Context: an optimization exercise on an open-source flow, tuned for small area. The choices shown serve that exercise and are no tape-out recipe.
RTL that was checked went through simulation tests only; none was proved equivalent to the original.
No functional check of the RTL was part of runs 1 and 5.
No activity file was given, so power comes from the tool's default toggle rates.

==> design.v <==
module input_debounce(CLK, RESET, Btn, Btn_pulse);
input CLK;
input RESET;
input Btn;
output Btn_pulse;
localparam [10:0] FIRST = 11'd117;      
reg s;
reg P;
reg idle;
reg [10:0] C;
assign Btn_pulse = P;
wire last = (C[9] == 1'b0) && (C[7:0] == 8'b0011_0000);
wire go   = (Btn ^ s) & ~P;            
wire done = go & ~idle & last;         
always @(posedge CLK, posedge RESET)
begin
	if (RESET) begin
		s <= 1'b0;
		P <= 1'b0;
		idle <= 1'b1;
	end
	else begin
		if (done) s <= ~s;
		P <= done & ~s;
		idle <= ~go | done;
	end
end
always @(posedge CLK)
	C <= idle ? FIRST : {C[9:0], ~(C[10] ^ C[8])};
endmodule
module hvsync_generator(clk, reset, vga_h_sync, vga_v_sync, xb, xu, xr5, yb, yu, yr5);
input clk;
input reset;
output vga_h_sync, vga_v_sync;
output reg [3:0] xb;
output reg [3:0] xu;
output wire xr5;
output reg [3:0] yb;
output reg [3:0] yu;
output wire yr5;
reg [2:0] xr, yr;
reg vga_HS, vga_VS;
assign xr5 = xr[2] & ~xr[1];
assign yr5 = yr[2] & ~yr[1];
wire xr1 = ~xr[2] & xr[0] & ~xr[1];
wire yr1 = ~yr[2] & yr[0] & ~yr[1];
wire x_blk_end = xr5 && (xu == 4'd8);                
wire x_wrap    = x_blk_end && (xb == 4'd15);
wire x_800     = xr5 && (xu == 4'd7) && (xb == 4'd13);  
reg [3:0] xu_next;
always @(*) begin
	case (xu)
		4'd15: xu_next = 4'd0;
		4'd0:  xu_next = 4'd1;
		4'd1:  xu_next = 4'd2;
		4'd2:  xu_next = 4'd3;
		4'd3:  xu_next = 4'd7;
		4'd7:  xu_next = 4'd6;
		4'd6:  xu_next = 4'd5;
		4'd5:  xu_next = 4'd4;
		4'd4:  xu_next = 4'd8;
		default: xu_next = 4'd15;
	endcase
end
wire y_521     = yr1 && (yu == 4'd5) && (yb == 4'd9);
wire y_blk_end = yr5 && (yu == 4'd8);
wire y_wrap    = yr1 && (yu == 4'd3) && (yb == 4'd10);
always @(posedge clk)
begin
	if (reset) begin
		xb <= 4'd13; xu <= 4'd6; xr <= 3'b001;      
	end
	else begin
		xr <= {xr[1:0], (~xr[2] | ~xr[1]) & ~x_wrap};
		if (xr5) xu <= xu_next;
		if (x_blk_end) xb <= xb + 4'd1;
	end
end
always @(posedge clk)
begin
	if (reset) begin
		yb <= 4'd9; yu <= 4'd5; yr <= 3'b011;       
	end
	else if (y_521 || x_800) begin
		if (y_wrap) begin
			yb <= 4'd0; yu <= 4'd15; yr <= 3'b000;
		end
		else begin
			yr <= {yr[1:0], ~yr[2] | ~yr[1]};
			if (yr5) yu <= (yu == 4'd8) ? 4'd15 : yu + 4'd1;
			if (y_blk_end) yb <= yb + 4'd1;
		end
	end
end
always @(posedge clk)
begin
	vga_HS <= ((xb == 4'd10) && (xu == 4'd5 || xu == 4'd4 || xu == 4'd8)) || (xb == 4'd11)
	       || ((xb == 4'd12) && (xu == 4'd15 || xu <= 4'd3 || xu == 4'd7 || (xu == 4'd6 && xr1)));
	vga_VS <= ((yb == 4'd8) && (yu == 4'd8) && yr5) || ((yb == 4'd9) && (yu == 4'd15) && yr1);
end
assign vga_h_sync = ~vga_HS;
assign vga_v_sync = ~vga_VS;
endmodule
module display_interface(
	CLK, RESET,
	HSYNC, VSYNC, R, G, B,
	PIECE, CUR_SQ, NEXT_SQ, COL_END,
	CURSOR_ADDR, SELECT_ADDR, SELECT_EN
	);
input wire CLK, RESET;
output wire HSYNC, VSYNC;
output wire [2:0] R;
output wire [2:0] G;
output wire [1:0] B;
input wire [3:0] PIECE;
output wire [5:0] CUR_SQ;
output wire [5:0] NEXT_SQ;
output wire COL_END;
input wire [5:0] CURSOR_ADDR;
input wire [5:0] SELECT_ADDR;
input wire SELECT_EN;
wire [3:0] xb, yb, xu, yu;
wire xr5, yr5;
hvsync_generator syncgen(.clk(CLK), .reset(RESET),
	.vga_h_sync(HSYNC), .vga_v_sync(VSYNC),
	.xb(xb), .xu(xu), .xr5(xr5), .yb(yb), .yu(yu), .yr5(yr5));
wire [2:0] row = yb[2:0];
wire [2:0] col = xb[2:0];
assign CUR_SQ  = {row, col};
assign NEXT_SQ = {row, (xb[3] || col == 3'd7) ? 3'd0 : col + 3'd1};
assign COL_END = (xu == 4'd8) && xr5;       
reg art_bit;
always @(*) begin
	case ({PIECE[2:0], yu[2:0], xu[2:0]})
		9'o143, 9'o147, 9'o152, 9'o153, 9'o156, 9'o157, 9'o161, 9'o162,
		9'o163, 9'o165, 9'o166, 9'o167, 9'o171, 9'o172, 9'o173, 9'o175,
		9'o176, 9'o177:
			art_bit = 1'b1;
		9'o203, 9'o207, 9'o211, 9'o212, 9'o213, 9'o216, 9'o217, 9'o220,
		9'o221, 9'o222, 9'o223, 9'o225, 9'o226, 9'o227, 9'o230, 9'o231,
		9'o232, 9'o234, 9'o235, 9'o236, 9'o237, 9'o244, 9'o245, 9'o246,
		9'o253, 9'o254, 9'o255, 9'o256, 9'o257, 9'o262, 9'o263, 9'o264,
		9'o265, 9'o266, 9'o267, 9'o271, 9'o272, 9'o273, 9'o275, 9'o276,
		9'o277:
			art_bit = 1'b1;
		9'o313, 9'o317, 9'o322, 9'o323, 9'o326, 9'o327, 9'o332, 9'o333,
		9'o336, 9'o337, 9'o343, 9'o347, 9'o353, 9'o357, 9'o362, 9'o363,
		9'o366, 9'o367, 9'o370, 9'o371, 9'o372, 9'o374, 9'o375, 9'o376:
			art_bit = 1'b1;
		9'o411, 9'o413, 9'o415, 9'o417, 9'o421, 9'o422, 9'o423, 9'o425,
		9'o426, 9'o427, 9'o432, 9'o433, 9'o436, 9'o437, 9'o443, 9'o447,
		9'o453, 9'o457, 9'o462, 9'o463, 9'o466, 9'o467, 9'o471, 9'o472,
		9'o473, 9'o475, 9'o476, 9'o477:
			art_bit = 1'b1;
		9'o511, 9'o513, 9'o514, 9'o516, 9'o521, 9'o523, 9'o524, 9'o526,
		9'o531, 9'o533, 9'o534, 9'o536, 9'o541, 9'o543, 9'o544, 9'o546,
		9'o551, 9'o552, 9'o553, 9'o554, 9'o555, 9'o556, 9'o557, 9'o561,
		9'o562, 9'o563, 9'o564, 9'o565, 9'o566, 9'o567, 9'o571, 9'o572,
		9'o573, 9'o574, 9'o575, 9'o576, 9'o577:
			art_bit = 1'b1;
		9'o603, 9'o607, 9'o611, 9'o612, 9'o613, 9'o615, 9'o616, 9'o617,
		9'o623, 9'o627, 9'o633, 9'o637, 9'o642, 9'o643, 9'o646, 9'o647,
		9'o651, 9'o652, 9'o653, 9'o655, 9'o656, 9'o657, 9'o661, 9'o662,
		9'o663, 9'o665, 9'o666, 9'o667, 9'o672, 9'o673, 9'o676, 9'o677:
			art_bit = 1'b1;
		default: art_bit = 1'b0;
	endcase
end
wire in_board = ~xb[3] && ~yb[3] && !(col == 3'd7 && COL_END) && !(row == 3'd7 && yu == 4'd8 && yr5);
wire border = (xu == 4'd15) || (xu == 4'd8) || (xu == 4'd4 && xr5)
           || (yu == 4'd15) || (yu == 4'd8) || (yu == 4'd7 && yr5);
wire dark = row[0] ^ col[0];
localparam C_OUT = 3'd7, C_DARK = 3'd3, C_LIGHT = 3'd5, C_BLACK = 3'd0, C_WHITE = 3'd1, C_CURSOR = 3'd2, C_SEL = 3'd4;
reg [2:0] code;
reg [2:0] code_next;
always @(*) begin
	if (RESET || !in_board) code_next = C_OUT;
	else if (border) begin
		if (CURSOR_ADDR == CUR_SQ) code_next = C_CURSOR;
		else if (SELECT_EN && SELECT_ADDR == CUR_SQ) code_next = C_SEL;
		else code_next = dark ? C_DARK : C_LIGHT;
	end
	else if (art_bit) code_next = PIECE[3] ? C_BLACK : C_WHITE;
	else code_next = dark ? C_DARK : C_LIGHT;
end
always @(posedge CLK) code <= code_next;
reg [7:0] color;
always @(*) begin
	case (code)
		C_DARK:   color = 8'b101_000_00;
		C_LIGHT:  color = 8'b111_110_10;
		C_BLACK:  color = 8'b001_001_01;
		C_WHITE:  color = 8'b111_111_11;
		C_CURSOR: color = 8'b000_000_11;
		C_SEL:    color = 8'b111_000_00;
		default:  color = 8'b000_000_00;
	endcase
end
assign R = color[7:5];
assign G = color[4:2];
assign B = color[1:0];
endmodule
module game_logic(
	CLK, RESET,
	BtnL, BtnU, BtnR, BtnD, BtnC,
	cursor_contents, cursor_stale, ahead_empty,
	cursor_addr, selected_addr, sel_piece, sel_empty, dest_addr,
	state, player_to_move, move_is_legal
	);
input wire CLK, RESET;
input wire BtnL, BtnU, BtnR, BtnD, BtnC;
input wire [3:0] cursor_contents;
input wire cursor_stale;  
input wire ahead_empty;   
output reg [5:0] cursor_addr;
output reg [5:0] selected_addr;
output reg [3:0] sel_piece;
output reg [5:0] dest_addr;
output reg [2:0] state;
output wire move_is_legal;
localparam PIECE_NONE   = 3'b000;
localparam PIECE_PAWN   = 3'b001;
localparam PIECE_KNIGHT = 3'b010;
localparam PIECE_BISHOP = 3'b011;
localparam PIECE_ROOK   = 3'b100;
localparam PIECE_QUEEN  = 3'b101;
localparam PIECE_KING   = 3'b110;
localparam COLOR_WHITE  = 0;
localparam COLOR_BLACK  = 1;
localparam INITIAL = 3'b000,
	PIECE_SEL = 3'b001, PIECE_MOVE = 3'b010,
	WRITE_NEW_PIECE = 3'b011, ERASE_OLD_PIECE = 3'b100;
output reg player_to_move;
output reg sel_empty;
wire [2:0] sel_type = sel_empty ? PIECE_NONE : sel_piece[2:0];
wire cur_own = (cursor_contents[3] == player_to_move) && (cursor_contents[2:0] != PIECE_NONE);
always @(posedge CLK, posedge RESET) begin
	if (RESET) begin
		state <= INITIAL;
		player_to_move <= COLOR_WHITE;
		cursor_addr <= 6'b110_100;
	end
	else begin
		case (state)
			INITIAL: state <= PIECE_SEL;
			PIECE_SEL:
				if (BtnC && cur_own) state <= PIECE_MOVE;
			PIECE_MOVE:
				if (BtnC) begin
					if (!cur_own && legal) state <= WRITE_NEW_PIECE;
					else if (!cur_own) state <= PIECE_SEL;
				end
			WRITE_NEW_PIECE: state <= ERASE_OLD_PIECE;
			ERASE_OLD_PIECE: begin
				state <= PIECE_SEL;
				player_to_move <= ~player_to_move;
			end
			default: ;
		endcase
		if      (BtnL && cursor_addr[2:0] != 3'b000) cursor_addr[2:0] <= cursor_addr[2:0] - 3'd1;
		else if (BtnR && cursor_addr[2:0] != 3'b111) cursor_addr[2:0] <= cursor_addr[2:0] + 3'd1;
		else if (BtnU && cursor_addr[5:3] != 3'b000) cursor_addr[5:3] <= cursor_addr[5:3] - 3'd1;
		else if (BtnD && cursor_addr[5:3] != 3'b111) cursor_addr[5:3] <= cursor_addr[5:3] + 3'd1;
	end
end
always @(posedge CLK) begin
	if (state == INITIAL) begin
		selected_addr <= 6'd0;
		sel_piece <= {1'b1, PIECE_ROOK};
		sel_empty <= 1'b0;
	end
	else begin
		if ((state == PIECE_SEL || state == PIECE_MOVE) && BtnC && cur_own) begin
			selected_addr <= cursor_addr;
			sel_piece <= cursor_contents;
			sel_empty <= 1'b0;
		end
		if (state == ERASE_OLD_PIECE) sel_empty <= 1'b1;
	end
	if (state == PIECE_MOVE) dest_addr <= cursor_addr;
end
wire [2:0] cr = cursor_addr[5:3], cc = cursor_addr[2:0];
wire [2:0] sr = selected_addr[5:3], sc = selected_addr[2:0];
wire [3:0] dh = {1'b0, cc} - {1'b0, sc};
wire [3:0] dv = {1'b0, cr} - {1'b0, sr};
wire [2:0] h_delta = (dh[2:0] ^ {3{dh[3]}}) + {2'b0, dh[3]};
wire [2:0] v_delta = (dv[2:0] ^ {3{dv[3]}}) + {2'b0, dv[3]};
wire dest_empty = (cursor_contents[2:0] == PIECE_NONE);
reg legal;
always @(*) begin
	case (sel_type)
		PIECE_PAWN:
			if (cursor_stale)
				legal = 1'b0;
			else if (player_to_move == COLOR_WHITE)
				legal = (cr < sr) && (
					  (v_delta == 3'd2 && h_delta == 3'd0 && sr == 3'b110 && dest_empty && ahead_empty)
					|| (v_delta == 3'd1 && h_delta == 3'd0 && dest_empty)
					|| (v_delta == 3'd1 && h_delta == 3'd1 && cursor_contents[3] == COLOR_BLACK && !dest_empty));
			else
				legal = (cr > sr) && (
					  (v_delta == 3'd2 && h_delta == 3'd0 && sr == 3'b001 && dest_empty && ahead_empty)
					|| (v_delta == 3'd1 && h_delta == 3'd0 && dest_empty)
					|| (v_delta == 3'd1 && h_delta == 3'd1 && cursor_contents[3] == COLOR_WHITE && !dest_empty));
		PIECE_ROOK:   legal = (h_delta == 3'd0 || v_delta == 3'd0);
		PIECE_QUEEN:  legal = (h_delta == 3'd0 || v_delta == 3'd0 || h_delta == v_delta);
		PIECE_KING:   legal = (h_delta <= 3'd1) && (v_delta <= 3'd1);
		PIECE_BISHOP: legal = (h_delta == v_delta);
		PIECE_KNIGHT: legal = (h_delta == 3'd2 && v_delta == 3'd1) || (v_delta == 3'd2 && h_delta == 3'd1);
		default:      legal = 1'b0;
	endcase
end
assign move_is_legal = legal && (state != INITIAL);
endmodule
`timescale 1ns / 1ps
module chess_top( MemOE, MemWR, RamCS, FlashCS, QuadSpiFlashCS,
		ClkPort,
		BtnL, BtnU, BtnD, BtnR, BtnC,
		Sw0,
		vga_hsync, vga_vsync,
		vga_r0, vga_r1, vga_r2,
		vga_g0, vga_g1, vga_g2,
		vga_b0, vga_b1,
		Ld0, Ld1, Ld2, Ld3, Ld4
	);
input		Sw0;
input		BtnL, BtnU, BtnD, BtnR, BtnC;
input		ClkPort;
output wire	MemOE, MemWR, RamCS, FlashCS, QuadSpiFlashCS;
assign MemOE = 1'b0;
assign MemWR = 1'b0;
assign RamCS = 1'b0;
assign FlashCS = 1'b0;
assign QuadSpiFlashCS = 1'b0;
output wire vga_hsync, vga_vsync;
output wire vga_r0, vga_r1, vga_r2;
output wire vga_g0, vga_g1, vga_g2;
output wire vga_b0, vga_b1;
output wire Ld0, Ld1, Ld2, Ld3, Ld4;
wire Reset = Sw0;
wire[2:0] vga_r;
wire[2:0] vga_g;
wire[1:0] vga_b;
assign vga_r0 = vga_r[2]; assign vga_r1 = vga_r[1]; assign vga_r2 = vga_r[0];
assign vga_g0 = vga_g[2]; assign vga_g1 = vga_g[1]; assign vga_g2 = vga_b[0];
assign vga_b0 = vga_b[1]; assign vga_b1 = vga_b[0];
wire BtnC_pulse, BtnU_pulse, BtnR_pulse, BtnL_pulse, BtnD_pulse;
input_debounce L_debounce(.CLK(ClkPort), .RESET(Reset), .Btn(BtnL), .Btn_pulse(BtnL_pulse));
input_debounce R_debounce(.CLK(ClkPort), .RESET(Reset), .Btn(BtnR), .Btn_pulse(BtnR_pulse));
input_debounce U_debounce(.CLK(ClkPort), .RESET(Reset), .Btn(BtnU), .Btn_pulse(BtnU_pulse));
input_debounce D_debounce(.CLK(ClkPort), .RESET(Reset), .Btn(BtnD), .Btn_pulse(BtnD_pulse));
input_debounce C_debounce(.CLK(ClkPort), .RESET(Reset), .Btn(BtnC), .Btn_pulse(BtnC_pulse));
function [3:0] init_piece;
	input [5:0] sq;
	reg [2:0] back;
	begin
		case (sq[2:0])
			3'd0, 3'd7: back = 3'd4;
			3'd1, 3'd6: back = 3'd2;
			3'd2, 3'd5: back = 3'd3;
			3'd3:       back = 3'd5;
			default:    back = 3'd6;
		endcase
		case (sq[5:3])
			3'd0: init_piece = {1'b1, back};
			3'd1: init_piece = 4'b1001;
			3'd6: init_piece = 4'b0001;
			3'd7: init_piece = {1'b0, back};
			default: init_piece = 4'b0000;
		endcase
	end
endfunction
wire [5:0] cursor_addr, selected_addr, dest_addr;
wire [3:0] sel_piece;
wire sel_empty;
wire [2:0] logic_state;
wire [3:0] cursor_contents;
reg ahead_empty;
wire player_is_black;
game_logic logic_module(
	.CLK(ClkPort), .RESET(Reset),
	.BtnL(BtnL_pulse), .BtnU(BtnU_pulse), .BtnR(BtnR_pulse), .BtnD(BtnD_pulse), .BtnC(BtnC_pulse),
	.cursor_contents(cursor_contents), .cursor_stale(pend_dest && cursor_addr[3] == dest_addr[3] && cursor_addr[0] == dest_addr[0]),
	.ahead_empty(ahead_empty),
	.cursor_addr(cursor_addr), .selected_addr(selected_addr),
	.sel_piece(sel_piece), .sel_empty(sel_empty), .dest_addr(dest_addr),
	.state(logic_state), .player_to_move(player_is_black), .move_is_legal(Ld4));
assign { Ld3, Ld2, Ld1, Ld0 } = { 1'b0, logic_state };
wire st_initial = (logic_state == 3'd0);
wire st_write   = (logic_state == 3'd3);
wire st_erase   = (logic_state == 3'd4);
reg [255:0] ring;            
reg [5:0] phase;             
reg init_pending;
reg pend_dest;               
wire [3:0] slot0  = ring[3:0];
wire [3:0] slot32 = ring[131:128];
wire absorb_dest = pend_dest && (phase == dest_addr);
wire absorb_src  = sel_empty && (phase == selected_addr);
reg [3:0] head_in;           
always @(*) begin
	if (init_pending) head_in = init_piece(phase);
	else if (absorb_dest) head_in = sel_piece;
	else if (absorb_src) head_in = 4'b0000;
	else head_in = slot0;
end
always @(posedge ClkPort) begin
	ring <= {head_in, ring[255:4]};
	phase <= st_initial ? 6'd0 : phase + 6'd1;
	init_pending <= st_initial | (init_pending & (phase != 6'd63));
	pend_dest <= ~st_initial & (st_write | (pend_dest & ~absorb_dest));
end
function [1:0] mod3;
	input [2:0] v;
	case (v)
		3'd0, 3'd3, 3'd6: mod3 = 2'd0;
		3'd1, 3'd4, 3'd7: mod3 = 2'd1;
		default:          mod3 = 2'd2;
	endcase
endfunction
reg [3:0] box [0:8];
wire [3:0] head_dr = {1'b0, phase[5:3]} - {1'b0, cursor_addr[5:3]};
wire [3:0] head_dc = {1'b0, phase[2:0]} - {1'b0, cursor_addr[2:0]};
wire head_near = (head_dr == 4'd0 || head_dr == 4'd1 || head_dr == 4'd15)
              && (head_dc == 4'd0 || head_dc == 4'd1 || head_dc == 4'd15);
always @(posedge ClkPort)
	if (head_near) box[mod3(phase[5:3]) * 3 + mod3(phase[2:0])] <= head_in;
assign cursor_contents = box[mod3(cursor_addr[5:3]) * 3 + mod3(cursor_addr[2:0])];
wire [5:0] ahead_sq = {(player_is_black ? 3'd2 : 3'd5), selected_addr[2:0]};
always @(posedge ClkPort)
	if (phase == ahead_sq) ahead_empty <= (head_in[2:0] == 3'b000);
wire [5:0] cur_sq, next_sq;
wire col_end;
reg [3:0] dcur, dnext;
wire next_any  = (next_sq[4:0] == phase[4:0]);      
wire next_head = next_any && (next_sq[5] == phase[5]);
wire cur_is_dest = (cur_sq == dest_addr);
wire cur_is_src  = (cur_sq == selected_addr);
always @(posedge ClkPort) begin
	if (next_any) dnext <= next_head ? head_in : slot32;
	if (col_end) dcur <= next_head ? head_in : dnext;
	else if (absorb_dest && cur_is_dest) dcur <= sel_piece;
	else if (absorb_src && cur_is_src) dcur <= 4'b0000;
end
reg [3:0] disp_piece;
always @(*) begin
	if (pend_dest && cur_sq == dest_addr) disp_piece = sel_piece;
	else if (sel_empty && cur_sq == selected_addr) disp_piece = 4'b0000;
	else disp_piece = dcur;
end
display_interface display_interface(
	.CLK(ClkPort), .RESET(Reset),
	.HSYNC(vga_hsync), .VSYNC(vga_vsync),
	.R(vga_r), .G(vga_g), .B(vga_b),
	.PIECE(disp_piece), .CUR_SQ(cur_sq), .NEXT_SQ(next_sq), .COL_END(col_end),
	.CURSOR_ADDR(cursor_addr), .SELECT_ADDR(selected_addr),
	.SELECT_EN(logic_state == 3'd2));
endmodule
==> flow/run.sh <==
#!/bin/bash
# Standard layout, with the port buffers made from the smallest buffer cell.
bash standard.sh BUFFER_PORTS_ARGS="-buffer_cell sky130_fd_sc_hd__buf_1" finish > standard.log 2>&1
==> standard.sh <==
#!/bin/bash
# synth_recipe.tcl (not shown) runs the flow's synth.tcl, then flattens the netlist and writes it again
# the make line also repeats each setting of config.mk as NAME=value (left out here)
make -C /OpenROAD-flow-scripts/flow DESIGN_CONFIG=/design/flow/config.mk WORK_HOME=/design/flow/orfs CLKGATE_MAP_FILE= SYNTH_SCRIPT=/design/flow/synth_recipe.tcl "${@:-finish}"
==> config.mk <==
export PLATFORM = sky130hd
export DESIGN_NAME = chess_top
export DESIGN_NICKNAME = chess_top
export VERILOG_FILES = /design/flow/design.v
export SDC_FILE = /design/flow/constraint.sdc
export NUM_CORES = 8
export LEC_CHECK = 0
export CAP_MARGIN = 20
export CORE_MARGIN = 2
export CORE_UTILIZATION = 60
export CTS_BUF_LIST = sky130_fd_sc_hd__clkbuf_16
export CTS_CLUSTER_DIAMETER = 100
export CTS_CLUSTER_SIZE = 28
export PLACE_DENSITY = 0.85
export SLEW_MARGIN = 20
==> constraint.sdc <==
create_clock -name core_clock -period 10.0 [get_ports {ClkPort}]
set_input_delay 2.0000 -clock core_clock [delete_from_list [all_inputs] [get_ports {ClkPort}]]
set_output_delay 2.0000 -clock core_clock [all_outputs]
set_load 0.01 [all_outputs]
==> flow_metrics.py, run 1 <==
metrics = {
    "floorplanning": {
        "dieHeight_microns": 160.5,
        "coreArea_sq_um": 24180,
        "start_util": 0.6079,
        "num_rows": 57,
        "io-pin-count": 27,
        "dieArea_sq_um": 25760,
        "die_w_microns": 160.5,
    },
    "routing": {
        "drt-pass1-iter-count": 5,
        "drt_wl_total_mm": 25.96,
        "drtAntennaViolNets": 0,
        "viasPerCell": 5.470,
        "avgRoutedWirePerCell_microns": 16.58,
        "vias": 8561,
        "drtIter0Drc": 677,
        "drc": 0,
    },
    "power_and_ir_drop": {
        "leakage_nw": 6.269,
        "peakVddDrop_mv": 0.1710,
        "powerDensity_nw_per_um2": 211.1,
    },
    "grt": {
        "grt_pass1_wl_mm": 41.74,
        "grt_use_total": 0.2006,
        "grt_max_degree": 30,
        "antenna_found_initial": 0,
        "grt_remaining_overflow": 0,
        "grt_pass1_vias": 8236,
    },
    "worst_setup_path": {
        "critical_path_class": "reg2out",
        "cp.arrival_ns": 5.19,
        "cp-end-kind": "output pin",
        "crit_required_ns": 8.00,
        "path_max_fanout": 9,
        "critPathLaunchType": "register",
    },
    "placed_design": {
        "port_buffers": 20,
        "dp_cells": 1534,
        "place_ws_ns": 3.452,
        "dp_hpwl_mm": 17.92,
        "gp_congestion": 0.9038,
    },
    "yosys": {
        "synth_seq_cells": 433,
        "synth_area_leader_cell": "dfxtp_1",
        "synthCells": 1233,
        "synth_compound_area_frac": 0.07100,
        "synthSimpleGateAreaFrac": 0.1268,
        "synth_mux_area_frac": 0.03806,
        "yosysWarnings": 5,
        "avgSynthCellArea_sq_um": 11.92,
        "synth.top_cell.area_share": 0.4863,
        "synth_commonest_cells": "357 x dfxtp_1, 77 x nor2_1, 72 x nand2_1, 53 x ha_1, 51 x edfxtp_1",
        "synth_top_family_by_area": "simple AND/OR/NAND/NOR gates",
        "netlist_area_sq_um": 14700,
        "synthAdderAreaFrac": 0.05466,
        "ys_top_cells_by_area": "dfxtp_1 49%, edfxtp_1 10%, ha_1 4.5%",
        "post_synth_xor_area_fraction": 0.04529,
        "seq_area_frac_synth": 0.6337,
        "synthFlopType": "dfxtp_1",
        "synth_cell_types": 80,
        "synth_edf_count": 51,
        "synthArstFlopShare": 0.05774,
        "synth.most_common_cell": "dfxtp_1",
    },
    "sta": {
        "hold_viol_final": 0,
        "fin_worst_skew_ns": 0.02309,
        "post-route-period-util": 0.7186,
        "max_freq_mhz": 139.2,
        "drv_slew": 0,
        "slew_headroom": 0.3064,
        "hold_ws_ns": 0.3203,
        "fin_ws_ns": 2.814,
        "setup_viol": 0,
        "fin_tns_setup_ns": 0,
        "worstMarginPinSlew_ns": 1.040,
        "rsz0062_at_grt": "no",
        "post-route-min-period_ns": 7.186,
    },
    "hold_path": {
        "hold_path.class": "reg2reg",
    },
    "finish": {
        "drive_gt1_frac": 0.05802,
        "final_core_util": 0.6415,
        "layout.nets": 1298,
        "stdcell_count": 1565,
        "syn_to_final_growth_pct": 5.525,
        "n_antenna_cell": 0,
    },
    "clock_network": {
        "postCtsSetupBuffers": 0,
        "cts_tree": "built",
        "clock_latency_ns": 0.54,
        "cts_htree_levels": 1,
        "cts_buffers": 19,
        "ctsHoldBuffers": 0,
        "cts_buffer_depth": 3,
        "clock-root-buffer": "clkbuf_16",
        "clk_pin_slew_ns": 0.11,
        "cts_resized": 0,
        "clock-sinks": 433,
    },
    "run": {
        "drv_cap": 0,
    },
    "status": {
        "status": "no timing/DRC/antenna violations",
    },
}
cell type report:
cell class | instances | area (sq um)
clock buffers | 19 | 475.5
well taps | 324 | 405.4
repair buffers | 24 | 105.1
inverters | 50 | 187.7
flip-flops and latches | 433 | 9314
multi-input cells | 703 | 4957
fillers | 1827 | 8668
clock inverters | 12 | 63.81
worst max-delay path, cell delays in order, from the launching register on:
cell,delay [ns]
dfstp_2,0.68
inv_1,0.14
ha_1,0.24
and2_0,0.17
a211oi_1,0.39
nand2_1,0.12
ha_1,0.30
ha_1,0.14
inv_1,0.05
fa_1,0.65
mux4_2,0.56
mux2i_2,0.21
or3_1,0.22
a221oi_1,0.10
a211oi_1,0.45
nor2_1,0.09
buf_1,0.14
layout by cell type, fill, tap and decap left out, types with 12 or more instances in the layout:
| cell | netlist | layout |
|---|---|---|
| dfxtp_1 | 357 | 357 |
| nor2_1 | 77 | 77 |
| nand2_1 | 72 | 72 |
| inv_1 | 48 | 57 |
| ha_1 | 53 | 53 |
| edfxtp_1 | 51 | 51 |
| xnor2_1 | 48 | 48 |
| nor2b_1 | 45 | 45 |
| o21ai_0 | 35 | 35 |
| mux2i_1 | 34 | 34 |
| a21oi_1 | 33 | 33 |
| xor2_1 | 28 | 28 |
| nor3_1 | 27 | 27 |
| or2_2 | 24 | 24 |
| nand3_1 | 21 | 21 |
| buf_1 | 2 | 20 |
| clkbuf_16 | 0 | 19 |
| dfrtp_1 | 17 | 17 |
| nand2b_1 | 15 | 15 |
| nand4_1 | 12 | 12 |
flip-flops by register name (all words and copies together) (netlist names), 6 cells and up:
register / cells
logic_module.cursor_addr: 6
ring: 256
U_debounce.C: 11
logic_module.selected_addr: 6
phase: 6
box: 36
D_debounce.C: 11
logic_module.dest_addr: 6
L_debounce.C: 11
C_debounce.C: 11
R_debounce.C: 11
where the power goes:
group / internal, mW / switching [mW]
sequential: 1.92 / 0.0967
combinational: 0.157 / 0.240
clock: 0.354 / 0.510
total: 2.43 / 0.847
stage by stage:
step | total power [mW] | cell area (sq um)
after global placement | 2.411 | 14970
after floorplan | 2.315 | 14720
final | 3.274 | 15510
after global routing | 3.407 | 15510
after detailed placement | 2.443 | 14970
after CTS | 3.292 | 15510
path summary, 6_finish.rpt:
check / start / slack, ns / depth (start not counted) / end
max in group asynchronous: Sw0 / 7.66 / 4 / logic_module.cursor_addr[4]
setup / recovery: logic_module.cursor_addr[4] / 2.81 / 16 / Ld4
setup reg to reg: logic_module.cursor_addr[4] / 4.82 / 15 / logic_module.selected_addr[0]
min in group asynchronous: Sw0 / 1.62 / 3 / logic_module.state[0]
hold reg to reg: ring[15] / 0.32 / 0 / ring[11]
hold / removal: ring[15] / 0.32 / 0 / ring[11]
kinds of logic after synthesis:
family / Yosys count
AOI/OAI and AO/OA: 159
xor gates and xnor gates: 76
muxes: 49
other: 1
and+or+nand+nor: 353
DFF: 433
adders and majority gates: 60
buffers and inverters: 102
per-layer routing:
layer / up-vias / share of wire / global-route usage
met1: 4077 / 0.45 / 0.2757
met5: - / 0 / 0
met3: 72 / 0.046 / 0.02712
met4: 0 / 0.036 / 0.07821
met2: 235 / 0.47 / 0.3262
li1: 4177 / - / -
==> run 2: changes to the inputs <==
--- a/design.v
+++ b/design.v
@@ -8,3 +8,3 @@
 reg P;
-reg idle;
+reg busy;                     
 reg [10:0] C;
@@ -13,3 +13,3 @@
 wire go   = (Btn ^ s) & ~P;            
-wire done = go & ~idle & last;         
+wire done = go & busy & last;         
 always @(posedge CLK, posedge RESET)
@@ -19,3 +19,3 @@
 		P <= 1'b0;
-		idle <= 1'b1;
+		busy <= 1'b0;
 	end
@@ -24,3 +24,3 @@
 		P <= done & ~s;
-		idle <= ~go | done;
+		busy <= go & ~done;
 	end
@@ -28,3 +28,3 @@
 always @(posedge CLK)
-	C <= idle ? FIRST : {C[9:0], ~(C[10] ^ C[8])};
+	C <= busy ? {C[9:0], ~(C[10] ^ C[8])} : FIRST;
 endmodule
--- a/config.mk
+++ b/config.mk
@@ -11,5 +11,5 @@
 export CTS_BUF_LIST = sky130_fd_sc_hd__clkbuf_16
-export CTS_CLUSTER_DIAMETER = 100
-export CTS_CLUSTER_SIZE = 28
-export PLACE_DENSITY = 0.85
+export CTS_CLUSTER_DIAMETER = 90
+export CTS_CLUSTER_SIZE = 26
+export PLACE_DENSITY = 0.75
 export SLEW_MARGIN = 20
==> run 2 against run 1 <==
Net effect: sequential power is essentially flat; worst setup slack gained 0.021 ns; core utilization is essentially flat; die area grew 0.36%; area after synthesis grew 0.37%; final area grew 0.31%; critical endpoint unchanged; largest power group unchanged.
==> flow_metrics.py, run 2 <==
metrics = {
    "finish": {
        "largest-register": "ring",
        "mostFrequentLayoutCells": "357 x dfxtp_1, 77 x nand2_1, 70 x nor2_1",
        "n_antenna_cell": 0,
        "stdcell_count": 1568,
        "layout_commonest_cell": "dfxtp_1",
        "final_core_util": 0.6416,
        "syn_to_final_growth_pct": 5.471,
        "layout.nets": 1303,
        "final_area_sq_um": 15560,
        "largest_register_ffs": 256,
        "drive_gt1_frac": 0.03939,
    },
    "clock_network": {
        "cts_tree": "built",
        "cts_htree_levels": 1,
        "clock_latency_ns": 0.55,
        "clock-sinks": 433,
        "cts_buffer_depth": 3,
        "cts_resized": 0,
        "clk_pin_slew_ns": 0.10,
        "clock-root-buffer": "clkbuf_16",
        "cts_buffers": 20,
        "ctsHoldBuffers": 0,
        "postCtsSetupBuffers": 0,
    },
    "run": {
        "drv_cap": 0,
    },
    "sta": {
        "max_freq_mhz": 139.6,
        "hold_viol_final": 0,
        "post-route-period-util": 0.7165,
        "fin_worst_skew_ns": 0.03922,
        "slew_headroom": 0.2795,
        "worstMarginPinSlew_ns": 1.073,
        "setup_viol": 0,
        "hold_ws_ns": 0.3094,
        "rsz0062_at_grt": "no",
        "fin_ws_ns": 2.835,
        "drv_slew": 0,
        "post-route-min-period_ns": 7.165,
        "fin_tns_setup_ns": 0,
    },
    "grt": {
        "grt_max_degree": 28,
        "grt_use_total": 0.1950,
        "grt_pass1_vias": 7930,
        "grt_remaining_overflow": 0,
        "antenna_found_initial": 0,
        "grt_pass1_wl_mm": 41.08,
    },
    "yosys": {
        "yosysWarnings": 5,
        "synthSimpleGateAreaFrac": 0.1293,
        "synthAdderAreaFrac": 0.05446,
        "synthFlopType": "dfxtp_1",
        "post_synth_xor_area_fraction": 0.04453,
        "netlist_area_sq_um": 14750,
        "synth_seq_cells": 433,
        "synthCells": 1240,
        "synth_area_leader_cell": "dfxtp_1",
        "synth_cell_types": 83,
        "synth.top_cell.area_share": 0.4845,
        "avgSynthCellArea_sq_um": 11.90,
        "synth_mux_area_frac": 0.03792,
        "synthArstFlopShare": 0.05774,
        "synth_commonest_cells": "357 x dfxtp_1, 77 x nand2_1, 70 x nor2_1, 53 x ha_1",
        "ys_top_cells_by_area": "dfxtp_1 48%, edfxtp_1 10%, ha_1 4.5%",
        "synth_edf_count": 51,
        "synth_top_family_by_area": "simple AND/OR/NAND/NOR gates",
        "synth_compound_area_frac": 0.06964,
        "synth.most_common_cell": "dfxtp_1",
        "seq_area_frac_synth": 0.6310,
    },
    "worst_setup_path": {
        "crit_slowest_cell": "dfstp_2",
        "critPathLaunchType": "register",
        "path_max_fanout": 9,
        "cp.arrival_ns": 5.16,
        "crit_required_ns": 8.00,
        "worstPathCellList": "inv_1 -> ha_1 -> and2_0 -> a211oi_1 -> nand2_1 -> ha_1 -> ha_1 -> inv_1 -> fa_1 -> mux4_2 -> mux2i_1 -> or3_1 -> a221oi_1 -> a211oi_1 -> nor2_1 -> buf_1",
        "critical_path_class": "reg2out",
        "cp_slowest_stage_delay_ns": 0.68,
        "cp-end-kind": "output pin",
        "crit_path_frequent_cell": "ha_1",
    },
    "routing": {
        "avgRoutedWirePerCell_microns": 15.75,
        "drtAntennaViolNets": 0,
        "drc": 0,
        "vias": 8435,
        "drt-pass1-iter-count": 7,
        "drtIter0Drc": 635,
        "viasPerCell": 5.379,
        "drt_wl_total_mm": 24.69,
    },
    "floorplanning": {
        "dieArea_sq_um": 25850,
        "coreArea_sq_um": 24250,
        "start_util": 0.6083,
        "die_w_microns": 160.8,
        "dieHeight_microns": 160.8,
        "io-pin-count": 27,
        "num_rows": 57,
    },
    "hold_path": {
        "hold_path.class": "reg2reg",
    },
    "placed_design": {
        "dp_cells": 1538,
        "gp_congestion": 0.8832,
        "port_buffers": 20,
        "dpl_cell_area_sq_um": 14990,
        "dp_hpwl_mm": 16.80,
        "place_ws_ns": 3.421,
    },
    "power_and_ir_drop": {
        "leakage_nw": 6.335,
        "power_mw": 3.277,
        "powerDensity_nw_per_um2": 210.6,
        "peakVddDrop_mv": 0.1671,
    },
    "status": {
        "status": "no timing/DRC/antenna violations",
    },
}
run 2: cell type report:
cell class / count / area, sq um
repair buffers: 23 / 97.59
flip-flops and latches: 433 / 9308
clock buffers: 21 / 525.5
fillers: 1856 / 8691
clock inverters: 9 / 40.04
multi-input cells: 705 / 4982
well taps: 324 / 405.4
inverters: 53 / 198.9
run 2: cells by family (layout without fill, tap and decap cells):
family	Yosys count	after routing
AOI/OAI and AO/OA	158	158
muxes	49	49
and+or+nand+nor	357	357
adders and majority gates	60	60
xor gates and xnor gates	75	75
DFF	433	433
other	1	6
buffers and inverters	107	106
run 2: where the power goes:
group	switching [mW]	internal (mW)	leakage [nW]	total, mW
registers	0.0930	1.92	3.71	2.01
clock network	0.502	0.382	0.304	0.884
logic	0.229	0.156	2.32	0.384
total	0.823	2.45	6.33	3.28
run 2: metal layers:
metal,up-vias,part of all wire,track usage
met4,0,0.029,0.06331
met3,57,0.049,0.02867
met5,-,0,0
met2,173,0.45,0.3066
met1,4009,0.48,0.2811
li1,4196,-,-
run 2: worst paths after layout:
kind | from | end | slack [ns] | cells past startpoint
worst max-delay path | logic_module.cursor_addr[4] | Ld4 | 2.84 | 16
worst min-delay path | ring[166] | ring[162] | 0.31 | 0
worst max register to register | logic_module.cursor_addr[4] | logic_module.sel_piece[3] | 4.80 | 15
worst min register to register | ring[166] | ring[162] | 0.31 | 0
max in group asynchronous | Sw0 | logic_module.state[0] | 7.68 | 4
min in group asynchronous | Sw0 | logic_module.cursor_addr[0] | 1.67 | 3
run 2: worst max-delay path: cells and delay by family, from the launching register on:
family / cells / cell delay [ns]
mux: 2 / 0.80
flops: 1 / 0.68
simple gates: 4 / 0.61
compound gates: 3 / 0.87
fa+ha+maj: 4 / 1.33
buf+inv: 3 / 0.34
==> run 3: changes to the inputs <==
==> flow/run.sh (replaced) <==
#!/bin/bash
bash standard.sh BUFFER_PORTS_ARGS="-buffer_cell sky130_fd_sc_hd__buf_1" RECOVER_POWER=100 finish > standard.log 2>&1
==> run 3 against run 2 <==
Net effect: now fails the layout checks on capacitance limit, slew limit; die area stayed put; first-iteration DRC count rose by 5.5%; wire length about the same; largest power group unchanged; worst setup slack lost 0.13 ns; critical path depth unchanged; area after synthesis unchanged; synthesized cell count stayed put; via count shrank 0.26%; total power is essentially flat; critical endpoint unchanged; clock skew barely moved.
==> flow_metrics.py, run 3 <==
metrics = {
    "grt": {
        "antenna_found_initial": 0,
        "grt_pass1_vias": 7930,
        "grt_remaining_overflow": 0,
        "grt_pass1_wl_mm": 41.08,
        "grt_max_degree": 28,
        "grt_use_total": 0.1950,
    },
    "placed_design": {
        "port_buffers": 20,
        "gp_congestion": 0.8832,
        "dpl_cell_area_sq_um": 14990,
        "dp_cells": 1538,
        "dp_hpwl_mm": 16.80,
        "place_ws_ns": 3.421,
    },
    "yosys": {
        "synthArstFlopShare": 0.05774,
        "seq_area_frac_synth": 0.6310,
        "synth_edf_count": 51,
        "synth_area_leader_cell": "dfxtp_1",
        "synth_commonest_cells": "357 x dfxtp_1, 77 x nand2_1, 70 x nor2_1, 53 x ha_1",
        "yosysWarnings": 5,
        "synth_cell_types": 83,
        "ys_top_cells_by_area": "dfxtp_1 48%, edfxtp_1 10%, ha_1 4.5%",
        "synth.most_common_cell": "dfxtp_1",
        "synthFlopType": "dfxtp_1",
        "netlist_area_sq_um": 14750,
        "synth_seq_cells": 433,
        "synth.top_cell.area_share": 0.4845,
        "avgSynthCellArea_sq_um": 11.90,
        "synthCells": 1240,
    },
    "worst_setup_path": {
        "r2r-end": "logic_module.sel_piece[3]",
        "crit_slowest_cell": "dfstp_1",
        "path_buf_inv": 3,
        "critical_path_class": "reg2out",
        "critPathLaunchType": "register",
        "cp.arrival_ns": 5.29,
        "crit_required_ns": 8.00,
        "rr_startpoint": "logic_module.cursor_addr[4]",
        "worstPathCellList": "inv_1 -> ha_1 -> and2_0 -> a211oi_1 -> nand2_1 -> ha_1 -> ha_1 -> inv_1 -> fa_1 -> mux4_2 -> mux2i_1 -> or3_1 -> a221oi_1 -> a211oi_1 -> nor2_1 -> buf_1",
        "reg2reg_depth": 15,
        "crit_path_frequent_cell": "ha_1",
        "cp_slowest_stage_delay_ns": 0.78,
        "cp-end-kind": "output pin",
        "critPathTopFamily": "adder cells",
        "ff2ff_setup_slack_ns": 2.89,
        "path_max_fanout": 9,
    },
    "clock_network": {
        "cts_resized": 0,
        "cts_buffers": 20,
        "cts_tree": "built",
        "clock-root-buffer": "clkbuf_16",
        "clock-sinks": 433,
        "clk_pin_slew_ns": 0.10,
        "cts_buffer_depth": 3,
        "cts_htree_levels": 1,
        "postCtsSetupBuffers": 0,
        "clock_latency_ns": 0.55,
        "ctsHoldBuffers": 0,
    },
    "routing": {
        "drt-pass1-iter-count": 7,
        "viasPerCell": 5.365,
        "avgRoutedWirePerCell_microns": 15.74,
        "vias": 8413,
        "drc": 0,
        "drt_wl_total_mm": 24.69,
        "drtIter0Drc": 670,
        "drtAntennaViolNets": 0,
    },
    "sta": {
        "slew_headroom": -1.111,
        "post-route-min-period_ns": 7.294,
        "rsz0062_at_grt": "no",
        "post-route-period-util": 0.7293,
        "hold_viol_final": 0,
        "fin_ws_ns": 2.707,
        "max_freq_mhz": 137.1,
        "fin_tns_setup_ns": 0,
        "worstMarginPinSlew_ns": 3.137,
        "drv_slew": 13,
        "hold_ws_ns": 0.3108,
        "fin_worst_skew_ns": 0.03914,
        "setup_viol": 0,
    },
    "finish": {
        "final_area_sq_um": 15520,
        "largest-register": "ring",
        "drive_gt1_frac": 0.03055,
        "layout_commonest_cell": "dfxtp_1",
        "layout.nets": 1303,
        "largest_register_ffs": 256,
        "n_antenna_cell": 0,
        "fill_cells": 1864,
        "stdcell_count": 1568,
        "mostFrequentLayoutCells": "357 x dfxtp_1, 77 x nand2_1, 70 x nor2_1",
        "syn_to_final_growth_pct": 5.217,
    },
    "status": {
        "status": "finished with violations",
        "failed_checks": "capacitance limit, slew limit",
    },
    "hold_path": {
        "hp-start": "ring[166]",
        "min_path_cells": 0,
        "hold_path.class": "reg2reg",
        "min_to": "ring[162]",
    },
    "power_and_ir_drop": {
        "peakVddDrop_mv": 0.1671,
        "leakage_nw": 6.302,
        "powerDensity_nw_per_um2": 211.0,
    },
    "floorplanning": {
        "num_rows": 57,
        "die_w_microns": 160.8,
        "coreArea_sq_um": 24250,
        "io-pin-count": 27,
        "start_util": 0.6083,
        "dieArea_sq_um": 25850,
        "dieHeight_microns": 160.8,
    },
    "run": {
        "drv_cap": 1,
    },
}
-- run 3: cell families (layout without fill, tap and decap cells) --
logic type / Yosys count / in the layout / share of synthesized area
xor gates and xnor gates: 75 / 75 / 0.04453
muxes: 49 / 49 / 0.03792
buffers and inverters: 107 / 106 / 0.03291
adders and majority gates: 60 / 60 / 0.05446
AOI/OAI and AO/OA: 158 / 158 / 0.06964
and+or+nand+nor: 357 / 357 / 0.1293
other: 1 / 6 / 0.0002542
DFF: 433 / 433 / 0.6310
-- run 3: final cells by class --
| type | instances | area (sq um) | area share |
|---|---|---|---|
| multi-input combinational | 705 | 4956 | 0.3193 |
| clock buffer | 21 | 525.5 | 0.03386 |
| clock inverter | 9 | 40.04 | 0.002580 |
| tap | 324 | 405.4 | 0.02612 |
| timing repair buffer | 23 | 86.33 | 0.005563 |
| inverter | 53 | 198.9 | 0.01282 |
| sequential | 433 | 9308 | 0.5997 |
-- run 3: how the worst max path moves through the flow --
stage,from,endpoint,slack (ns),cells past startpoint
CTS,logic_module.cursor_addr[1],Ld4,2.84,15
global placement,logic_module.cursor_addr[4],Ld4,3.55,16
finish,logic_module.cursor_addr[4],Ld4,2.71,16
detailed placement,logic_module.cursor_addr[1],Ld4,3.42,15
global route,logic_module.cursor_addr[4],Ld4,2.30,16
floorplan,logic_module.cursor_addr[4],Ld4,4.09,15
-- run 3: layer usage --
| layer | up-vias | wire [microns] | GRT usage |
|---|---|---|---|
| met3 | 62 | 1177 | 0.02867 |
| met2 | 188 | 10940 | 0.3066 |
| met4 | 0 | 751 | 0.06331 |
| met1 | 3968 | 11810 | 0.2811 |
| met5 | - | 0 | 0 |
| li1 | 4195 | - | - |
-- run 3: power breakdown --
| group | internal, mW | total [mW] | switching (mW) |
|---|---|---|---|
| Clock | 0.382 | 0.884 | 0.502 |
| Combinational | 0.154 | 0.381 | 0.228 |
| Sequential | 1.92 | 2.01 | 0.0924 |
-- run 3: stage by stage --
| stage | total power [mW] | util |
|---|---|---|
| 3_5_place_dp | 2.424 | 0.6180 |
| 6_report | 3.274 | 0.6400 |
| 3_3_place_gp | 2.408 | 0.6180 |
| 2_1_floorplan | 2.317 | - |
| 4_1_cts | 3.301 | 0.6413 |
| 5_1_grt | 3.430 | 0.6400 |
==> run 4: changes to the inputs <==
==> flow/run.sh (replaced) <==
#!/bin/bash
bash standard.sh BUFFER_PORTS_ARGS="-buffer_cell sky130_fd_sc_hd__buf_1" REMOVE_ABC_BUFFERS=1 finish > standard.log 2>&1
==> run 4 against run 3 <==
Net effect: now clean on timing, DRC and antenna; non-clock buffer count up 1; first-iteration DRC count grew 1.8%; sequential power barely moved; final cell count up 0.32%; critical path type unchanged; largest power group unchanged.
==> flow_metrics.py, run 4 <==
metrics = {
    "status": {
        "status": "no timing/DRC/antenna violations",
    },
    "power_and_ir_drop": {
        "combPwrFrac": 0.119,
        "p_seq_frac": 0.602,
        "clkPwrFrac": 0.278,
        "p_switching_uw": 849.7,
        "leakage_nw": 6.378,
        "internal_power_mw": 2.483,
        "power_mw": 3.333,
        "peakVddDrop_mv": 0.1729,
        "powerDensity_nw_per_um2": 213.3,
        "switching_share": 0.2549,
    },
    "floorplanning": {
        "die_w_microns": 160.8,
        "num_rows": 57,
        "coreArea_sq_um": 24250,
        "dieArea_sq_um": 25850,
        "dieHeight_microns": 160.8,
        "io-pin-count": 27,
        "start_util": 0.6083,
    },
    "routing": {
        "drt_wl_total_mm": 25.16,
        "viasPerCell": 5.383,
        "drt-pass1-iter-count": 7,
        "drtAntennaViolNets": 0,
        "avgRoutedWirePerCell_microns": 15.99,
        "drtIter0Drc": 682,
        "drc": 0,
        "vias": 8467,
    },
    "finish": {
        "final_core_util": 0.6445,
        "stdcell_count": 1573,
        "largest-register": "ring",
        "drive_gt1_frac": 0.04163,
        "largest_register_ffs": 256,
        "layout_commonest_cell": "dfxtp_1",
        "fill_cells": 1844,
        "syn_to_final_growth_pct": 5.954,
        "final_area_sq_um": 15630,
        "mostFrequentLayoutCells": "357 x dfxtp_1, 77 x nand2_1, 70 x nor2_1",
        "n_antenna_cell": 0,
        "layout.nets": 1305,
        "multi_input_comb_area_sq_um": 4982,
        "regArea_sq_um": 9308,
    },
    "yosys": {
        "seq_area_frac_synth": 0.6310,
        "synth_cell_types": 83,
        "synth_area_leader_cell": "dfxtp_1",
        "netlist_area_sq_um": 14750,
        "avgSynthCellArea_sq_um": 11.90,
        "synthArstFlopShare": 0.05774,
        "synth.top_cell.area_share": 0.4845,
        "synth.most_common_cell": "dfxtp_1",
        "yosysWarnings": 5,
        "synth_edf_count": 51,
        "synthCells": 1240,
        "ys_top_cells_by_area": "dfxtp_1 48%, edfxtp_1 10%, ha_1 4.5%",
        "synthFlopType": "dfxtp_1",
        "synth_commonest_cells": "357 x dfxtp_1, 77 x nand2_1, 70 x nor2_1, 53 x ha_1",
        "synth_seq_cells": 433,
    },
    "clock_network": {
        "clk_pin_slew_ns": 0.10,
        "ctsHoldBuffers": 0,
        "cts_htree_levels": 1,
        "clock-root-buffer": "clkbuf_16",
        "clock-sinks": 433,
        "clock_latency_ns": 0.55,
        "postCtsSetupBuffers": 0,
        "cts_buffers": 21,
        "cts_resized": 0,
        "cts_buffer_depth": 3,
        "cts_tree": "built",
    },
    "worst_setup_path": {
        "path_max_fanout": 9,
        "critical_path_class": "reg2out",
        "critPathLaunchType": "register",
        "crit_required_ns": 8.00,
        "cp-end-kind": "output pin",
        "cp.arrival_ns": 5.16,
    },
    "hold_path": {
        "hold_path.class": "reg2reg",
    },
    "sta": {
        "hold_ws_ns": 0.3192,
        "fin_tns_setup_ns": 0,
        "max_freq_mhz": 139.7,
        "drv_slew": 0,
        "rsz0062_at_grt": "no",
        "setup_viol": 0,
        "worstMarginPinSlew_ns": 1.084,
        "hold_viol_final": 0,
        "post-route-min-period_ns": 7.160,
        "fin_ws_ns": 2.840,
        "post-route-period-util": 0.7160,
        "fin_worst_skew_ns": 0.02002,
        "slew_headroom": 0.2721,
    },
    "run": {
        "drv_cap": 0,
    },
    "grt": {
        "grt_use_total": 0.2008,
        "grt_pass1_wl_mm": 42.17,
        "grt_max_degree": 28,
        "grt_remaining_overflow": 0,
        "grt_pass1_vias": 8482,
        "antenna_found_initial": 0,
    },
    "placed_design": {
        "dpl_cell_area_sq_um": 14990,
        "dp_cells": 1539,
        "dp_hpwl_mm": 17.14,
        "place_ws_ns": 3.442,
        "port_buffers": 20,
        "gp_congestion": 0.9001,
    },
}
-- run 4: area by class of cell --
class | count | area share
sequential | 433 | 0.5956
multi-input combinational | 705 | 0.3188
timing repair buffer | 24 | 0.006725
clock buffer | 22 | 0.03523
clock inverter | 12 | 0.005044
inverter | 53 | 0.01273
tap | 324 | 0.02594
-- run 4: worst paths after layout --
kind                                              from                           to  slack [ns]  cells after the start
setup / recovery           logic_module.cursor_addr[4]                          Ld4        2.84                     16
hold / removal                               ring[238]                    ring[234]        0.32                      0
setup reg to reg           logic_module.cursor_addr[4]    logic_module.sel_piece[2]        4.75                     15
hold reg to reg                              ring[238]                    ring[234]        0.32                      0
max in group asynchronous                          Sw0  logic_module.cursor_addr[5]        7.70                      4
min in group asynchronous                          Sw0                 C_debounce.P        1.60                      3
-- run 4: logic make-up (layout without fill, tap and decap cells) --
| kind of cell | Yosys count | in the layout | synth area share |
|---|---|---|---|
| other cells | 1 | 6 | 0.0002542 |
| flops | 433 | 433 | 0.6310 |
| mux | 49 | 49 | 0.03792 |
| xor+xnor | 75 | 75 | 0.04453 |
| simple gates | 357 | 357 | 0.1293 |
| compound gates | 158 | 158 | 0.06964 |
| buf+inv | 107 | 111 | 0.03291 |
| fa+ha+maj | 60 | 60 | 0.05446 |
-- run 4: critical path, cell delays in order (launching register included) --
cell,delay [ns]
dfstp_2,0.67
inv_1,0.15
ha_1,0.25
and2_0,0.17
a211oi_1,0.36
nand2_1,0.10
ha_1,0.29
ha_1,0.13
inv_1,0.05
fa_1,0.66
mux4_2,0.54
mux2i_1,0.28
or3_1,0.25
a221oi_1,0.11
a211oi_1,0.38
nor2_1,0.09
buf_1,0.14
-- run 4: power groups by stage --
stage	Clock (mW)	Combinational [mW]	Sequential, mW
after floorplan	0	0.291	2.01
after global placement	0	0.378	2.05
after detailed placement	0	0.390	2.05
after CTS	0.960	0.394	2.01
after global routing	1.02	0.446	2.03
final	0.928	0.397	2.01
-- run 4: metal layers --
metal / vias up / wire length (microns) / GRT usage
li1: 4208 / - / -
met1: 3989 / 11810 / 0.2789
met2: 202 / 11100 / 0.3166
met3: 68 / 1318 / 0.03590
met4: 0 / 923 / 0.07792
met5: - / 0 / 0
==> run 5: changes to the inputs <==
--- a/design.v
+++ b/design.v
@@ -399,2 +399,3 @@
 wire absorb_src  = sel_empty && (phase == selected_addr);
+wire phase_last = (phase[4:0] == 5'd16);
 reg [3:0] head_in;           
@@ -408,5 +409,6 @@
 	ring <= {head_in, ring[255:4]};
-	phase <= st_initial ? 6'd0 : phase + 6'd1;
-	init_pending <= st_initial | (init_pending & (phase != 6'd63));
-	pend_dest <= ~st_initial & (st_write | (pend_dest & ~absorb_dest));
+	phase <= st_initial ? 6'd0 : {phase[5] ^ phase_last,
+	                              phase[3:0], phase[4] ^ phase[2] ^ (phase[3:0] == 4'd0)};
+	init_pending <= st_initial | (init_pending & ~(phase_last & phase[5]));
+	pend_dest <= st_write | (pend_dest & ~absorb_dest);
 end
==> flow/run.sh (replaced) <==
#!/bin/bash
# Standard layout, with the port buffers made from the smallest buffer cell.
bash standard.sh BUFFER_PORTS_ARGS="-buffer_cell sky130_fd_sc_hd__buf_1" finish > standard.log 2>&1
==> run 5 against run 4 <==
Net effect: synthesized cell count down 3.7%; register-to-register slack lost 0.21 ns; sequential cell count stayed put; critical path depth stayed put; combinational power up 14%; wire length down 3.8%.
==> flow_metrics.py, run 5 <==
metrics = {
    "status": {
        "status": "no timing/DRC/antenna violations",
    },
    "routing": {
        "viasPerCell": 5.303,
        "drt_wl_total_mm": 24.21,
        "vias": 8103,
        "drc": 0,
        "avgRoutedWirePerCell_microns": 15.84,
        "drtIter0Drc": 708,
        "drtAntennaViolNets": 0,
        "drt-pass1-iter-count": 7,
    },
    "sta": {
        "post-route-period-util": 0.7343,
        "hold_viol_final": 0,
        "slew_headroom": 0.3313,
        "worstMarginPinSlew_ns": 0.9963,
        "rsz0062_at_grt": "no",
        "fin_tns_setup_ns": 0,
        "setup_viol": 0,
        "drv_slew": 0,
        "fin_worst_skew_ns": 0.01912,
        "post-route-min-period_ns": 7.343,
        "fin_ws_ns": 2.657,
        "max_freq_mhz": 136.2,
    },
    "power_and_ir_drop": {
        "peakVddDrop_mv": 0.2156,
        "leakage_nw": 6.365,
        "power_mw": 3.359,
        "powerDensity_nw_per_um2": 218.6,
    },
    "grt": {
        "grt_pass1_wl_mm": 40.38,
        "grt_use_total": 0.1922,
        "grt_busiest_layer": "met2",
        "use_met3": 0.03100,
        "antenna_found_initial": 0,
        "grt_remaining_overflow": 0,
        "grt_max_degree": 28,
        "globalRouteMet2Util": 0.3180,
        "grt_pass1_vias": 8024,
        "grt.met1_usage": 0.2664,
    },
    "clock_network": {
        "clock-root-buffer": "clkbuf_16",
        "cts_resized": 0,
        "clk_pin_slew_ns": 0.11,
        "ctsHoldBuffers": 0,
        "cts_buffer_depth": 3,
        "cts_tree": "built",
        "cts_buffers": 20,
        "postCtsSetupBuffers": 0,
        "cts_htree_levels": 1,
        "clock_latency_ns": 0.54,
        "clock-sinks": 433,
    },
    "yosys": {
        "avgSynthCellArea_sq_um": 12.14,
        "synth_area_leader_cell": "dfxtp_1",
        "netlist_area_sq_um": 14500,
        "synthFlopType": "dfxtp_1",
        "yosysWarnings": 5,
        "synth_commonest_cells": "357 x dfxtp_1, 68 x nand2_1, 65 x nor2_1, 52 x ha_1, 51 x edfxtp_1",
        "synthArstFlopShare": 0.05774,
        "synth_cell_types": 79,
        "synth.most_common_cell": "dfxtp_1",
        "ys_top_cells_by_area": "dfxtp_1 49%, edfxtp_1 11%, ha_1 4.5%",
        "synth_edf_count": 51,
        "synthCells": 1194,
        "synth.top_cell.area_share": 0.4930,
        "synth_seq_cells": 433,
        "seq_area_frac_synth": 0.6420,
    },
    "finish": {
        "layout_commonest_cell": "dfxtp_1",
        "regArea_sq_um": 9308,
        "syn_to_final_growth_pct": 5.955,
        "drive_gt1_frac": 0.04301,
        "fill_cells": 1815,
        "layout.nets": 1261,
        "multi_input_comb_area_sq_um": 4760,
        "largest_register_ffs": 256,
        "largest-register": "ring",
        "mostFrequentLayoutCells": "357 x dfxtp_1, 68 x nand2_1, 65 x nor2_1",
        "n_antenna_cell": 0,
    },
    "hold_path": {
        "hold_path.class": "reg2reg",
        "min_path_cells": 0,
    },
    "worst_setup_path": {
        "crit_slowest_cell": "fa_1",
        "crit_path_frequent_cell": "ha_1",
        "critical_path_class": "reg2out",
        "reg2reg_depth": 15,
        "critPathTopFamily": "adder cells",
        "cp.arrival_ns": 5.34,
        "critPathLaunchType": "register",
        "cp_slowest_stage_delay_ns": 0.65,
        "cp.depth": 16,
        "crit_required_ns": 8.00,
        "path_max_fanout": 10,
        "cp-end-kind": "output pin",
        "worstPathCellList": "ha_1 -> ha_1 -> a21o_1 -> a2111oi_0 -> ha_1 -> ha_1 -> inv_1 -> fa_1 -> mux4_2 -> mux2i_1 -> nor3_1 -> or4_1 -> a211oi_2 -> nor3_1 -> nor2_1 -> buf_1",
        "path_buf_inv": 2,
    },
    "floorplanning": {
        "dieHeight_microns": 159.4,
        "coreArea_sq_um": 23610,
        "dieArea_sq_um": 25420,
        "die_w_microns": 159.4,
        "io-pin-count": 27,
        "start_util": 0.6140,
        "num_rows": 56,
    },
    "placed_design": {
        "port_buffers": 20,
        "gp_congestion": 0.8577,
        "place_ws_ns": 3.173,
        "dp_hpwl_mm": 16.52,
    },
    "run": {
        "drv_cap": 0,
    },
}
==> run 5: final cells by class <==
class / instances / share of cell area
inverter: 49 / 0.01197
sequential: 433 / 0.6059
clock inverter: 15 / 0.004724
clock buffer: 21 / 0.03421
multi-input combinational: 666 / 0.3098
tap: 319 / 0.02598
timing repair buffer: 25 / 0.007331
==> run 5: layer usage <==
layer	routed length, microns	share of wire
met4	580	0.024
met3	1112	0.046
met5	0	0
met2	11090	0.46
met1	11420	0.47
==> run 5: kinds of logic after synthesis <==
kind of cell,Yosys count,share of synthesized area
buf+inv,100,0.03098
fa+ha+maj,59,0.05454
compound gates,146,0.06645
simple gates,331,0.1213
other cells,1,0.0002587
mux,52,0.04091
xor+xnor,72,0.04350
flops,433,0.6420
==> run 5: path summary, 6_finish.rpt <==
| path | startpoint | endpoint | slack, ns |
|---|---|---|---|
| worst max register to register | logic_module.cursor_addr[1] | logic_module.sel_piece[0] | 4.54 |
| worst min-delay path | ring[210] | ring[206] | 0.32 |
| worst max-delay path | logic_module.cursor_addr[1] | Ld4 | 2.66 |
| min in group asynchronous | Sw0 | C_debounce.s | 1.78 |
| worst min register to register | ring[210] | ring[206] | 0.32 |
| max in group asynchronous | Sw0 | logic_module.cursor_addr[2] | 7.42 |
==> run 5: worst reg2reg max path: stages (launching register included) <==
cell and delay, ns:
dfrtp_1 0.55, ha_1 0.29, ha_1 0.20, a21o_1 0.17, a2111oi_0 0.63, ha_1 0.25
ha_1 0.14, inv_1 0.05, fa_1 0.65, mux4_2 0.54, mux2i_1 0.22, nor3_1 0.13
nor2_1 0.29, nand4_1 0.76, mux2i_1 0.42, nor2_1 0.06
==> run 5: per-stage QoR <==
stage,utilization,hold slack (ns),cell area [sq um],instances
2_1_floorplan,-,0.3096,14520,1199
3_3_place_gp,0.6249,0.3103,14760,1491
3_5_place_dp,0.6249,0.3121,14760,1491
5_1_grt,0.6505,0.3274,15360,1528
4_1_cts,0.6502,0.3232,15350,1527
6_report,0.6505,0.3167,15360,1528
==> run 5: power breakdown <==
part | internal, mW | total, mW | switching [mW]
Sequential | 1.92 | 2.01 | 0.0919
Combinational | 0.185 | 0.452 | 0.267
Clock | 0.387 | 0.893 | 0.505
Total | 2.49 | 3.36 | 0.865
==> run 6: changes to the inputs <==
--- a/design.v
+++ b/design.v
@@ -383,3 +383,3 @@
 	.cursor_contents(cursor_contents), .cursor_stale(pend_dest && cursor_addr[3] == dest_addr[3] && cursor_addr[0] == dest_addr[0]),
-	.ahead_empty(ahead_empty),
+	.ahead_empty(ahead_empty && !(pend_dest && dest_addr == ahead_sq)),
 	.cursor_addr(cursor_addr), .selected_addr(selected_addr),
--- a/config.mk
+++ b/config.mk
@@ -11,5 +11,5 @@
 export CTS_BUF_LIST = sky130_fd_sc_hd__clkbuf_16
-export CTS_CLUSTER_DIAMETER = 90
-export CTS_CLUSTER_SIZE = 26
-export PLACE_DENSITY = 0.75
+export CTS_CLUSTER_DIAMETER = 100
+export CTS_CLUSTER_SIZE = 28
+export PLACE_DENSITY = 0.85
 export SLEW_MARGIN = 20
==> run 6 against run 5 <==
Net effect: still clean on timing, DRC and antenna; sequential cell count stayed put; area after synthesis grew 0.86%; clock power shrank 3.8%; worst setup slack worse by 0.091 ns; register-to-register slack better by 0.41 ns; combinational power rose by about 10%; via count is 3.7% higher; non-clock buffer count rose by 1; critical endpoint unchanged; largest cell class unchanged; largest power group unchanged.
==> flow_metrics.py, run 6 <==
metrics = {
    "yosys": {
        "synth_cell_types": 80,
        "synth_compound_area_frac": 0.06494,
        "synth_commonest_cells": "357 x dfxtp_1, 73 x nand2_1, 58 x nor2_1, 52 x ha_1, 51 x edfxtp_1",
        "synth_mux_area_frac": 0.04312,
        "synthFlopType": "dfxtp_1",
        "synth_top_family_by_area": "simple AND/OR/NAND/NOR gates",
        "seq_area_frac_synth": 0.6365,
        "synthSimpleGateAreaFrac": 0.1242,
        "netlist_area_sq_um": 14620,
        "synthCells": 1198,
        "post_synth_xor_area_fraction": 0.04603,
        "ys_top_cells_by_area": "dfxtp_1 49%, edfxtp_1 10%, ha_1 4.4%",
        "synthArstFlopShare": 0.05774,
        "synth.most_common_cell": "dfxtp_1",
        "yosysWarnings": 5,
        "synth_area_leader_cell": "dfxtp_1",
        "avgSynthCellArea_sq_um": 12.21,
        "synth.top_cell.area_share": 0.4887,
        "synth_seq_cells": 433,
        "synthAdderAreaFrac": 0.05476,
    },
    "finish": {
        "layout_commonest_cell": "dfxtp_1",
        "largest-register": "ring",
        "largest_register_ffs": 256,
        "layout.nets": 1264,
        "drive_gt1_frac": 0.04632,
        "syn_to_final_growth_pct": 5.665,
        "stdcell_count": 1533,
        "mostFrequentLayoutCells": "357 x dfxtp_1, 73 x nand2_1, 58 x nor2_1",
    },
    "sta": {
        "worstMarginPinSlew_ns": 1.054,
        "slew_headroom": 0.2925,
        "drv_slew": 0,
        "rsz0062_at_grt": "no",
        "post-route-min-period_ns": 7.434,
        "fin_tns_setup_ns": 0,
        "post-route-period-util": 0.7434,
        "hold_viol_final": 0,
        "fin_worst_skew_ns": 0.03038,
        "setup_viol": 0,
        "max_freq_mhz": 134.5,
    },
    "grt": {
        "grt_pass1_vias": 8136,
        "antenna_found_initial": 0,
        "grt_remaining_overflow": 0,
        "grt_use_total": 0.2008,
        "grt_max_degree": 30,
        "grt_pass1_wl_mm": 41.76,
    },
    "floorplanning": {
        "dieArea_sq_um": 25640,
        "start_util": 0.6066,
        "io-pin-count": 27,
        "die_w_microns": 160.1,
        "coreArea_sq_um": 24110,
        "num_rows": 57,
    },
    "power_and_ir_drop": {
        "combPwrFrac": 0.148,
        "p_switching_uw": 904.0,
        "leakage_nw": 6.282,
        "p_seq_frac": 0.598,
        "clkPwrFrac": 0.254,
        "internal_power_mw": 2.477,
        "peakVddDrop_mv": 0.1615,
        "switching_share": 0.2674,
    },
    "hold_path": {
        "hold_path.class": "reg2reg",
        "hp-start": "ring[248]",
        "min_to": "ring[244]",
        "min_path_cells": 0,
    },
    "clock_network": {
        "postCtsSetupBuffers": 0,
        "cts_buffer_depth": 3,
        "clk_pin_slew_ns": 0.12,
        "cts_htree_levels": 1,
        "clock_latency_ns": 0.54,
        "cts_buffers": 19,
        "ctsHoldBuffers": 0,
        "cts_resized": 0,
        "clock-root-buffer": "clkbuf_16",
    },
    "status": {
        "status": "no timing/DRC/antenna violations",
    },
    "placed_design": {
        "dp_hpwl_mm": 17.43,
        "port_buffers": 20,
        "gp_congestion": 0.8779,
        "dp_cells": 1501,
    },
    "routing": {
        "drt-pass1-iter-count": 5,
        "drtIter0Drc": 829,
        "vias": 8401,
        "drt_wl_total_mm": 25.96,
        "drc": 0,
        "avgRoutedWirePerCell_microns": 16.93,
        "viasPerCell": 5.480,
        "drtAntennaViolNets": 0,
    },
    "worst_setup_path": {
        "path_max_fanout": 10,
        "crit_slowest_cell": "a2111oi_0",
        "reg2reg_depth": 14,
        "crit_required_ns": 8.00,
        "cp_slowest_stage_delay_ns": 0.65,
        "cp.arrival_ns": 5.43,
        "crit_path_frequent_cell": "ha_1",
        "r2r-end": "logic_module.sel_piece[0]",
        "ff2ff_setup_slack_ns": 4.95,
        "rr_startpoint": "logic_module.cursor_addr[1]",
        "cp-end-kind": "output pin",
        "worstPathCellList": "inv_1 -> ha_1 -> a21o_1 -> a2111oi_0 -> ha_1 -> ha_1 -> mux4_1 -> mux2_4 -> mux2i_4 -> xor2_2 -> or4_1 -> a211oi_1 -> a311oi_1 -> nor2_1 -> buf_1",
        "critPathLaunchType": "register",
        "critPathTopFamily": "compound AO/OA/AOI/OAI gates",
        "critical_path_class": "reg2out",
        "crit_start": "logic_module.cursor_addr[1]",
    },
    "run": {
        "drv_cap": 0,
    },
}
[run 6: power groups by stage]
stage               combinational [mW]  sequential, mW  clock, mW
floorplan                        0.379            2.00          0
global placement                 0.455            2.05          0
detailed placement               0.474            2.06          0
CTS                              0.487            2.02      0.877
global route                     0.545            2.04      0.937
finish                           0.499            2.02      0.859
[run 6: kinds of logic (layout without fill, tap and decap cells)]
group | after synthesis | after routing
DFF | 433 | 433
and+or+nand+nor | 337 | 337
AOI/OAI and AO/OA | 146 | 146
buffers and inverters | 99 | 105
xor gates and xnor gates | 76 | 76
adders and majority gates | 60 | 60
muxes | 46 | 46
other | 1 | 6
[run 6: metal layers]
layer	track usage	up-vias	wire length, microns
met4	0.07412	0	937
met5	0	-	0
met3	0.02779	68	1356
li1	-	4071	-
met2	0.3298	264	11930
met1	0.2745	3998	11740
[run 6: worst max-delay path by stage]
stage,depth (start not counted),end
3_3_place_gp,15,Ld4
3_5_place_dp,15,Ld4
5_1_grt,15,Ld4
6_report,15,Ld4
4_1_cts,15,Ld4
2_1_floorplan,17,Ld4
[run 6: layout make-up]
type	count	area, sq um
inverters	47	176.4
clock inverters	13	66.31
flip-flops and latches	433	9308
multi-input cells	671	4900
fillers	1826	8655
clock buffers	19	475.5
repair buffers	26	120.1
well taps	324	405.4
[run 6: worst register-to-register path, stage by stage (launching register included)]
cell and delay (ns):
dfrtp_1 0.64, inv_1 0.18, ha_1 0.22, a21o_1 0.18
a2111oi_0 0.65, ha_1 0.35, ha_1 0.45, mux4_1 0.59
mux2_4 0.29, mux2i_4 0.18, xor2_2 0.17, nor2b_4 0.26
nand4b_4 0.32, mux2_1 0.42, nor2_1 0.10
[run 6: per-stage QoR]
| step | hold WS, ns | instance area [sq um] | setup WS, ns | util | power (mW) |
|---|---|---|---|---|---|
| after floorplan | 0.3096 | 14640 | 3.740 | - | 2.380 |
| after detailed placement | 0.3121 | 14900 | 3.152 | 0.6182 | 2.531 |
| after global routing | 0.3319 | 15450 | 2.198 | 0.6410 | 3.521 |
| final | 0.3174 | 15450 | 2.566 | 0.6410 | 3.381 |
| after CTS | 0.3192 | 15440 | 2.568 | 0.6407 | 3.385 |
| after global placement | 0.3099 | 14900 | 3.301 | 0.6182 | 2.509 |
